What follows belongs to an exercise in optimizing a design on an open flow for a short achievable clock period and few clock cycles; a production flow would make more cautious choices.
The RTL was checked by simulation tests, not by an equivalence proof against the original design.
Power and IR drop assume default switching activity.

==> 10-21: inputs <==
## cpu
module cpu
(
input clk,
input reset,
output [15:0] o_pc_addr,
output o_pc_rd,
input [15:0] i_pc_rddata,
input [15:0] i_ldst_rddata,
output [15:0] o_ldst_wrdata,
output [15:0] o_ldst_addr,
output o_ldst_rd,
output o_ldst_wr,
output [127:0] o_tb_regs
);
localparam int NB = 8;    
logic [7:0][15:0] rf;
logic [14:0] fa;          
logic        d_valid;
logic [14:0] d_pc, d_pc2;    
logic        d_pt;           
logic [14:0] d_ptgt;         
logic        x_valid;
logic        x_wait;      
logic        x_wa, x_wb;  
logic [15:0] x_a, x_b;    
logic        x_cin;
logic [14:0] x_tgt;       
logic [14:0] x_pc, x_pc2;
logic        x_pt;
logic [14:0] x_ptgt;
logic [7:0]  x_hi;        
logic        x_mvhi, x_flags, x_ld, x_st, x_ldrd, x_stw;
logic        x_br, x_breg, x_jz, x_jn, x_jmp, x_call;
logic        x_wr;
logic [2:0]  x_rd;
logic        w_wr, w_ld;
logic [2:0]  w_rd;
logic [15:0] w_res;
logic        f_n, f_z;
logic [NB-1:0]       b_v;
logic [NB-1:0][14:0] b_tag, b_tgt;
logic [2:0]          b_ptr;     
logic [NB-1:0]       b_hitx;    
logic [15:0] x_sum;
logic        x_z;
logic        x_go, x_take, x_mis;
logic [14:0] x_target, x_redir;
alu alu0 (.i_cin(x_cin), .i_op_a(x_a), .i_op_b(x_b), .o_sum(x_sum), .o_z(x_z));
assign x_go     = x_valid && !x_wait;
assign x_take   = x_br && (x_jmp || (x_jz && f_z) || (x_jn && f_n));
assign x_target = x_breg ? x_a[15:1] : x_tgt;
assign x_mis    = x_go && (x_take ? (!x_pt || (x_breg && x_a[15:1] != x_ptgt)) : x_pt);
assign x_redir  = x_take ? x_target : x_pc2;
assign o_ldst_addr   = x_b;
assign o_ldst_wrdata = x_a;
assign o_ldst_rd     = x_ldrd;
assign o_ldst_wr     = x_stw;
logic [15:0] w_val;
assign w_val = w_ld ? i_ldst_rddata : w_res;
regfile rf0 (.clk(clk), .reset(reset), .i_write(w_wr), .i_addrw(w_rd),
             .i_data_in(w_val), .o_regs(rf));
assign o_tb_regs = rf;
assign o_pc_addr = {fa, 1'b0};
assign o_pc_rd   = 1'b1;
  ...
clock: 5.5 ns
lec_check: 0
cap_margin: 20
core_margin: 2
core_utilization: 40
place_density: 0.6
setup_slack_margin: 4
slew_margin: 20
run.sh (not shown) runs the stock make flow with config.mk's settings and CLKGATE_MAP_FILE= SYNTH_SCRIPT=/design/flow/synth_recipe.tcl, a recipe that flattens the netlist after the stock synthesis.
==> 01-23 (differences from 10-21) <==
==> flow/design.v (replaced) <==
module alu
(
  input                i_cin,
  input  [15:0]        i_op_a,
  input  [15:0]        i_op_b,
  output logic [15:0]  o_sum,
  output logic         o_z
);
  logic [16:0] s;
  assign s = {i_op_a, 1'b1} + {i_op_b, i_cin};
  assign o_sum = s[16:1];
  assign o_z = ((i_op_a ^ i_op_b) == {i_op_a[14:0] | i_op_b[14:0], i_cin});
endmodule
module regfile
(
  input clk,
  input reset,
  input i_write,
  input [2:0] i_addrw,
  input [15:0] i_data_in,
  output logic [7:0][15:0] o_regs
);
  always_ff @ (posedge clk, posedge reset) begin
    if (reset) o_regs <= '0;
    else if (i_write) o_regs[i_addrw] <= i_data_in;
  end
endmodule
module cpu
(
input clk,
input reset,
output [15:0] o_pc_addr,
output o_pc_rd,
input [15:0] i_pc_rddata,
input [15:0] i_ldst_rddata,
output [15:0] o_ldst_wrdata,
output [15:0] o_ldst_addr,
output o_ldst_rd,
output o_ldst_wr,
output [127:0] o_tb_regs
);
localparam int NB = 8;    
logic [7:0][15:0] rf;
logic [14:0] fa;          
logic [14:0] ras;         
logic        d_valid;
logic [14:0] d_pc, d_pc2;    
logic        d_pt;           
logic [14:0] d_ptgt;         
logic        x_valid;
logic        x_wait;      
logic        x_wa, x_wb;  
logic [15:0] x_a, x_b;    
logic        x_sub;
logic [14:0] x_tgt;       
logic [14:0] x_pc, x_pc2;
logic        x_pt;
logic [14:0] x_ptgt;
logic        x_mvhi, x_flags, x_ld, x_st, x_ldrd, x_stw;
logic        x_br, x_breg, x_jz, x_jn, x_jmp, x_call, x_ret;
logic        x_wr;
logic [2:0]  x_rd;
logic        w_wr, w_ld;
logic [2:0]  w_rd;
logic [15:0] w_res;
logic        f_n, f_z;
logic [NB-1:0]       b_v, b_ret;
logic [NB-1:0][14:0] b_tag, b_tgt;
logic [2:0]          b_ptr;     
logic        u_v, u_ret;
logic [14:0] u_pc, u_tgt;
logic [15:0] x_sum;
logic        x_z;
logic        x_go, x_take, x_mis;
logic [14:0] x_target, x_redir;
alu alu0 (.i_cin(x_sub), .i_op_a(x_a), .i_op_b(x_b), .o_sum(x_sum), .o_z(x_z));
assign x_go     = x_valid && !x_wait;
assign x_take   = x_br && (x_jmp || (x_jz && f_z) || (x_jn && f_n));
assign x_target = x_breg ? x_a[15:1] : x_tgt;
assign x_mis    = x_go && (x_take ? (!x_pt || (x_breg && x_a[15:1] != x_ptgt)) : x_pt);
assign x_redir  = x_take ? x_target : x_pc2;
assign o_ldst_addr   = x_b;
assign o_ldst_wrdata = x_a;
assign o_ldst_rd     = x_ldrd;
assign o_ldst_wr     = x_stw;
logic [15:0] w_val;
assign w_val = w_ld ? i_ldst_rddata : w_res;
regfile rf0 (.clk(clk), .reset(reset), .i_write(w_wr), .i_addrw(w_rd),
             .i_data_in(w_val), .o_regs(rf));
assign o_tb_regs = rf;
assign o_pc_addr = {fa, 1'b0};
assign o_pc_rd   = 1'b1;
logic          b_hit;
logic [14:0]   b_pred;
always_comb begin
  b_hit = 1'b0;
  b_pred = 15'd0;
  for (int k = 0; k < NB; k++) begin
    if (b_v[k] && b_tag[k] == fa) begin
      b_hit = 1'b1;
      b_pred = b_pred | (b_ret[k] ? ras : b_tgt[k]);
    end
  end
end
logic [15:0] ir;
logic [3:0]  op;
logic        im;
logic [2:0]  rx, ry;
logic [14:0] tgt_imm;
logic        use_a, use_b;
logic        d_wr, d_sub, d_mvhi, d_call;
logic        ld_a, ld_b, d_live, d_stall, d_redir;
assign ir = i_pc_rddata;
assign op = ir[3:0];
assign im = ir[4];
assign rx = ir[7:5];
assign ry = ir[10:8];
assign d_mvhi = (op == 4'd6);
assign d_call = (op == 4'd12);
assign d_sub  = (op == 4'd2) || (op == 4'd3);
logic [11:0] tgt_lo;
logic [3:0]  pc_hi_p, pc_hi_m;
assign tgt_lo  = {1'b0, d_pc2[10:0]} + {1'b0, ir[15:5]};
assign pc_hi_p = d_pc2[14:11] + 4'd1;
assign pc_hi_m = d_pc2[14:11] - 4'd1;
assign tgt_imm = {(tgt_lo[11] == ir[15]) ? d_pc2[14:11] : (tgt_lo[11] ? pc_hi_p : pc_hi_m),
                  tgt_lo[10:0]};
logic        xf_alu, xf_call;
logic        hxa, hxb, hca, hcb, hwa, hwb;
logic [15:0] ra, rb;           
logic [15:0] ma, sa;           
logic [15:0] cb;               
logic        kb;               
logic [15:0] na, nb;           
assign xf_alu  = x_valid && x_wr && !x_ld && !x_call;
assign xf_call = x_valid && x_call;
assign hxa = xf_alu && (x_rd == rx);
assign hxb = xf_alu && (x_rd == ry);
assign hca = xf_call && (rx == 3'd7);
assign hcb = xf_call && (ry == 3'd7);
assign hwa = w_wr && (w_rd == rx);
assign hwb = w_wr && (w_rd == ry);
always_comb begin
  ra = 16'd0;
  rb = 16'd0;
  for (int k = 0; k < 8; k++) begin
    ra = ra | (rf[k] & {16{rx == k && !hca && !hwa}});
    rb = rb | (rf[k] & {16{ry == k && !hcb && !hwb}});
  end
  ra = ra | ({x_pc2, 1'b0} & {16{hca}}) | (w_val & {16{hwa && !hca}});
  rb = rb | ({x_pc2, 1'b0} & {16{hcb}}) | (w_val & {16{hwb && !hcb}});
end
assign ma = (op == 4'd0) ? 16'h0000 : (d_mvhi ? 16'h00ff : 16'hffff);
assign sa = ma & {16{hxa}};
assign na = (x_sum & sa) | (ra & ma & ~{16{hxa}});
assign kb = im || d_call;
assign cb = d_call ? {d_pc2, 1'b0} : (d_mvhi ? {ir[15:8], 8'h00} : {{8{ir[15]}}, ir[15:8]});
assign nb = ((x_sum & {16{hxb && !kb}}) | (rb & {16{!hxb && !kb}}) | (cb & {16{kb}})) ^ {16{d_sub}};
assign use_a = (op == 4'd1) || (op == 4'd2) || (op == 4'd3) || (op == 4'd5) || d_mvhi ||
               (op[3] && !im);
assign use_b = (!im && (op == 4'd0 || op == 4'd1 || op == 4'd2 || op == 4'd3)) ||
               (op == 4'd4) || (op == 4'd5);
assign d_wr  = (op == 4'd0) || (op == 4'd1) || (op == 4'd2) || (op == 4'd4) ||
               d_mvhi || d_call;
assign ld_a = x_valid && x_ld && use_a && (x_rd == rx);
assign ld_b = x_valid && x_ld && use_b && (x_rd == ry);
assign d_live  = d_valid && !x_mis;
assign d_stall = d_live && (ld_a || ld_b);
assign d_redir = d_live && !d_pt && im &&
                 ((op == 4'd8) || d_call || (((op == 4'd9) || (op == 4'd10)) && ir[15]));
logic [14:0] fa_next;
always_comb begin
  if (x_mis) fa_next = x_redir;
  else if (d_stall) fa_next = fa;
  else if (d_redir) fa_next = tgt_imm;
  else if (b_hit) fa_next = b_pred;
  else fa_next = fa + 15'd1;
end
logic [NB-1:0] u_hit;    
always_comb begin
  for (int k = 0; k < NB; k++) u_hit[k] = b_v[k] && (b_tag[k] == u_pc);
end
always_ff @ (posedge clk, posedge reset) begin
  if (reset) begin
    fa <= 15'd1;      
    ras <= 15'd0;
    d_valid <= 1'b0;
    d_pc <= 15'd0; d_pc2 <= 15'd0; d_pt <= 1'b0; d_ptgt <= 15'd0;
    x_valid <= 1'b0;
    x_wait <= 1'b0;
    x_wa <= 1'b0; x_wb <= 1'b0;
    x_a <= 16'd0; x_b <= 16'd0; x_sub <= 1'b0;
    x_tgt <= 15'd0; x_pc <= 15'd0; x_pc2 <= 15'd0; x_pt <= 1'b0; x_ptgt <= 15'd0;
    x_mvhi <= 1'b0; x_flags <= 1'b0; x_ld <= 1'b0; x_st <= 1'b0; x_ldrd <= 1'b0; x_stw <= 1'b0;
    x_br <= 1'b0; x_breg <= 1'b0; x_jz <= 1'b0; x_jn <= 1'b0; x_jmp <= 1'b0; x_call <= 1'b0;
    x_ret <= 1'b0;
    x_wr <= 1'b0; x_rd <= 3'd0;
    w_wr <= 1'b0; w_ld <= 1'b0; w_rd <= 3'd0; w_res <= 16'd0;
    f_n <= 1'b0; f_z <= 1'b0;
    b_v <= '0; b_ptr <= 3'd0;
    u_v <= 1'b0; u_ret <= 1'b0; u_pc <= 15'd0; u_tgt <= 15'd0;
  end else begin
    fa      <= fa_next;
    d_valid <= !(x_mis || d_stall || d_redir);
    d_pc    <= fa;
    d_pc2   <= fa + 15'd1;
    d_pt    <= b_hit;
    d_ptgt  <= b_pred;
    if (d_live && d_call) ras <= d_pc2;
    if (x_go && x_flags) begin
      f_n <= x_sum[15];
      f_z <= x_z;
    end
    u_v   <= x_go && x_take;
    u_ret <= x_ret;
    u_pc  <= x_pc;
    u_tgt <= x_target;
    if (u_v && !(|u_hit)) begin
      b_v[b_ptr] <= 1'b1;
      b_ptr <= b_ptr + 1'b1;
    end
    w_wr  <= x_go && x_wr;
    w_ld  <= x_ld;
    w_rd  <= x_rd;
    w_res <= x_call ? {x_pc2, 1'b0} : x_sum;
    if (x_wait) begin
      x_wait <= 1'b0;
      x_stw  <= x_st;
      if (x_wa) x_a <= x_mvhi ? {8'h00, i_ldst_rddata[7:0]} : i_ldst_rddata;
      if (x_wb) x_b <= i_ldst_rddata ^ {16{x_sub}};
    end else begin
      x_valid <= d_live;
      x_wait  <= d_stall;
      x_wa    <= ld_a;
      x_wb    <= ld_b;
      x_a     <= na;
      x_b     <= nb;
      x_sub   <= d_sub;
      x_tgt   <= tgt_imm;
      x_pc    <= d_pc;
      x_pc2   <= d_pc2;
      x_pt    <= d_pt || d_redir;
      x_ptgt  <= d_pt ? d_ptgt : tgt_imm;
      x_mvhi  <= d_mvhi;
      x_flags <= (op == 4'd1) || d_sub;
      x_ld    <= (op == 4'd4);
      x_st    <= (op == 4'd5);
      x_ldrd  <= d_live && (op == 4'd4);
      x_stw   <= d_live && (op == 4'd5) && !d_stall;
      x_br    <= op[3];
      x_breg  <= !im;
      x_jz    <= (op == 4'd9);
      x_jn    <= (op == 4'd10);
      x_jmp   <= (op == 4'd8) || d_call;
      x_call  <= d_call;
      x_ret   <= (op == 4'd8) && !im && (rx == 3'd7);
      x_wr    <= d_wr;
      x_rd    <= d_call ? 3'd7 : rx;
    end
  end
end
always_ff @ (posedge clk) begin
  if (u_v) begin
    for (int k = 0; k < NB; k++) begin
      if (u_hit[k] || (!(|u_hit) && b_ptr == k)) begin
        b_tag[k] <= u_pc;
        b_tgt[k] <= u_tgt;
        b_ret[k] <= u_ret;
      end
    end
  end
end
endmodule
- SETUP_SLACK_MARGIN: 4 -> 2.5
==> notes.md <==
10-21 produced a clean layout. 01-23 went through all stages and came out clean. In 10-21 the cell count is higher than in 01-23, by 7.6%. Of 10-21 and 01-23, 10-21 has the higher first-iteration DRC count (gap about 12%, measured against 01-23). Between 01-23 and 10-21, the lower count of clock-buffer cells in the layout is in 10-21 (gap 11). Between 01-23 and 10-21, the lower sequential power is in 10-21 (gap about 20%, measured against 10-21). Between 01-23 and 10-21, the lower sequential share of layout area is in 10-21 (gap 9.2 points). Non-clock buffer count: 10-21 is higher than 01-23 (531). In 10-21 the die area is lower than in 01-23, by about 6%. In 01-23 the routed wire length is lower than in 10-21, by 13%. Of 10-21 and 01-23, 01-23 has the higher synthesized area (gap about 6%, measured against 01-23). Against 10-21, the clock skew of 01-23 is lower by 0.0026 ns.
==> figures <==
| item | 01-23 | 10-21 |
|---|---|---|
| Status | no timing/DRC/antenna violations | no timing/DRC/antenna violations |
| Largest contributor to cell area by class | registers | multi-input combinational cells |
| Count of cells along the worst hold path | 0 | 1 |
| Initial core utilization | 0.404 | 0.404 |
| Count of buffer and inverter cells on the critical path | 0 | 3 |
| Combinational cell fraction of total power | 0.382 | 0.539 |
| Area share of the largest cell type after synthesis | 0.295 | 0.282 |
| Met2 wire length | 55,600 um | 68,100 um |
| EDFF count, synth | 248 | 240 |
| Violation count after the first detailed-route iteration | 3,594 | 4,014 |
| Xor/xnor share of the synthesized area | 0.0924 | 0.0976 |
| Proportion of total power due to net switching | 0.408 | 0.417 |
| Clock network fraction of total power | 0.211 | 0.181 |
| Antenna cell count | 1 | 4 |
| Crit path time final | 3.26 ns | 3.17 ns |
| Number of antenna violations at the first check in global routing | 4 | 6 |
| Total cell area at the placement stage | 0.0360 mm^2 | 0.0340 mm^2 |
| Utilization of the core after routing | 0.500 | 0.633 |
| Power attributed to sequential cells | 8.92 mW | 7.44 mW |
| Detailed-routed wire length on met3 | 14,400 um | 16,700 um |
| Wire length the detailed router placed on met1 | 55,100 um | 50,600 um |
Testbench counts of 10-21, summed over its fixed seeds: cycles 119,392.
Testbench counts of 01-23, summed over its fixed seeds: cycles 118,050.

==> separate check: timing with driven ports <==
In the flow no input, the clock included, has a driving cell. The finished layouts below were timed again as built, in two steps.
Step 1, drivers: a clkbuf_16 drives clk and a buf_2 each remaining input, both assumed.
Step 2 times the ports against the registers' clock, not the clock port: input delays grow and output delays shrink by t, the midpoint of the rising clock arrivals with the driver on.
Three values: no drivers, after step 1, after step 2; two values: the first two.
| run | t, ns | setup WS [ns] | worst setup path after step 2 |
|---|---|---|---|
| 10-21 | 0.685 | 2.330 / 2.289 / 1.603 | input to register |
| 01-23 | 0.686 | 2.237 / 2.192 / 1.506 | input to register |
After both steps every run listed still meets setup and hold. For 01-23, which loses most, drivers alone change the setup slack by -0.045 ns; drivers and shift together by -0.731 ns.
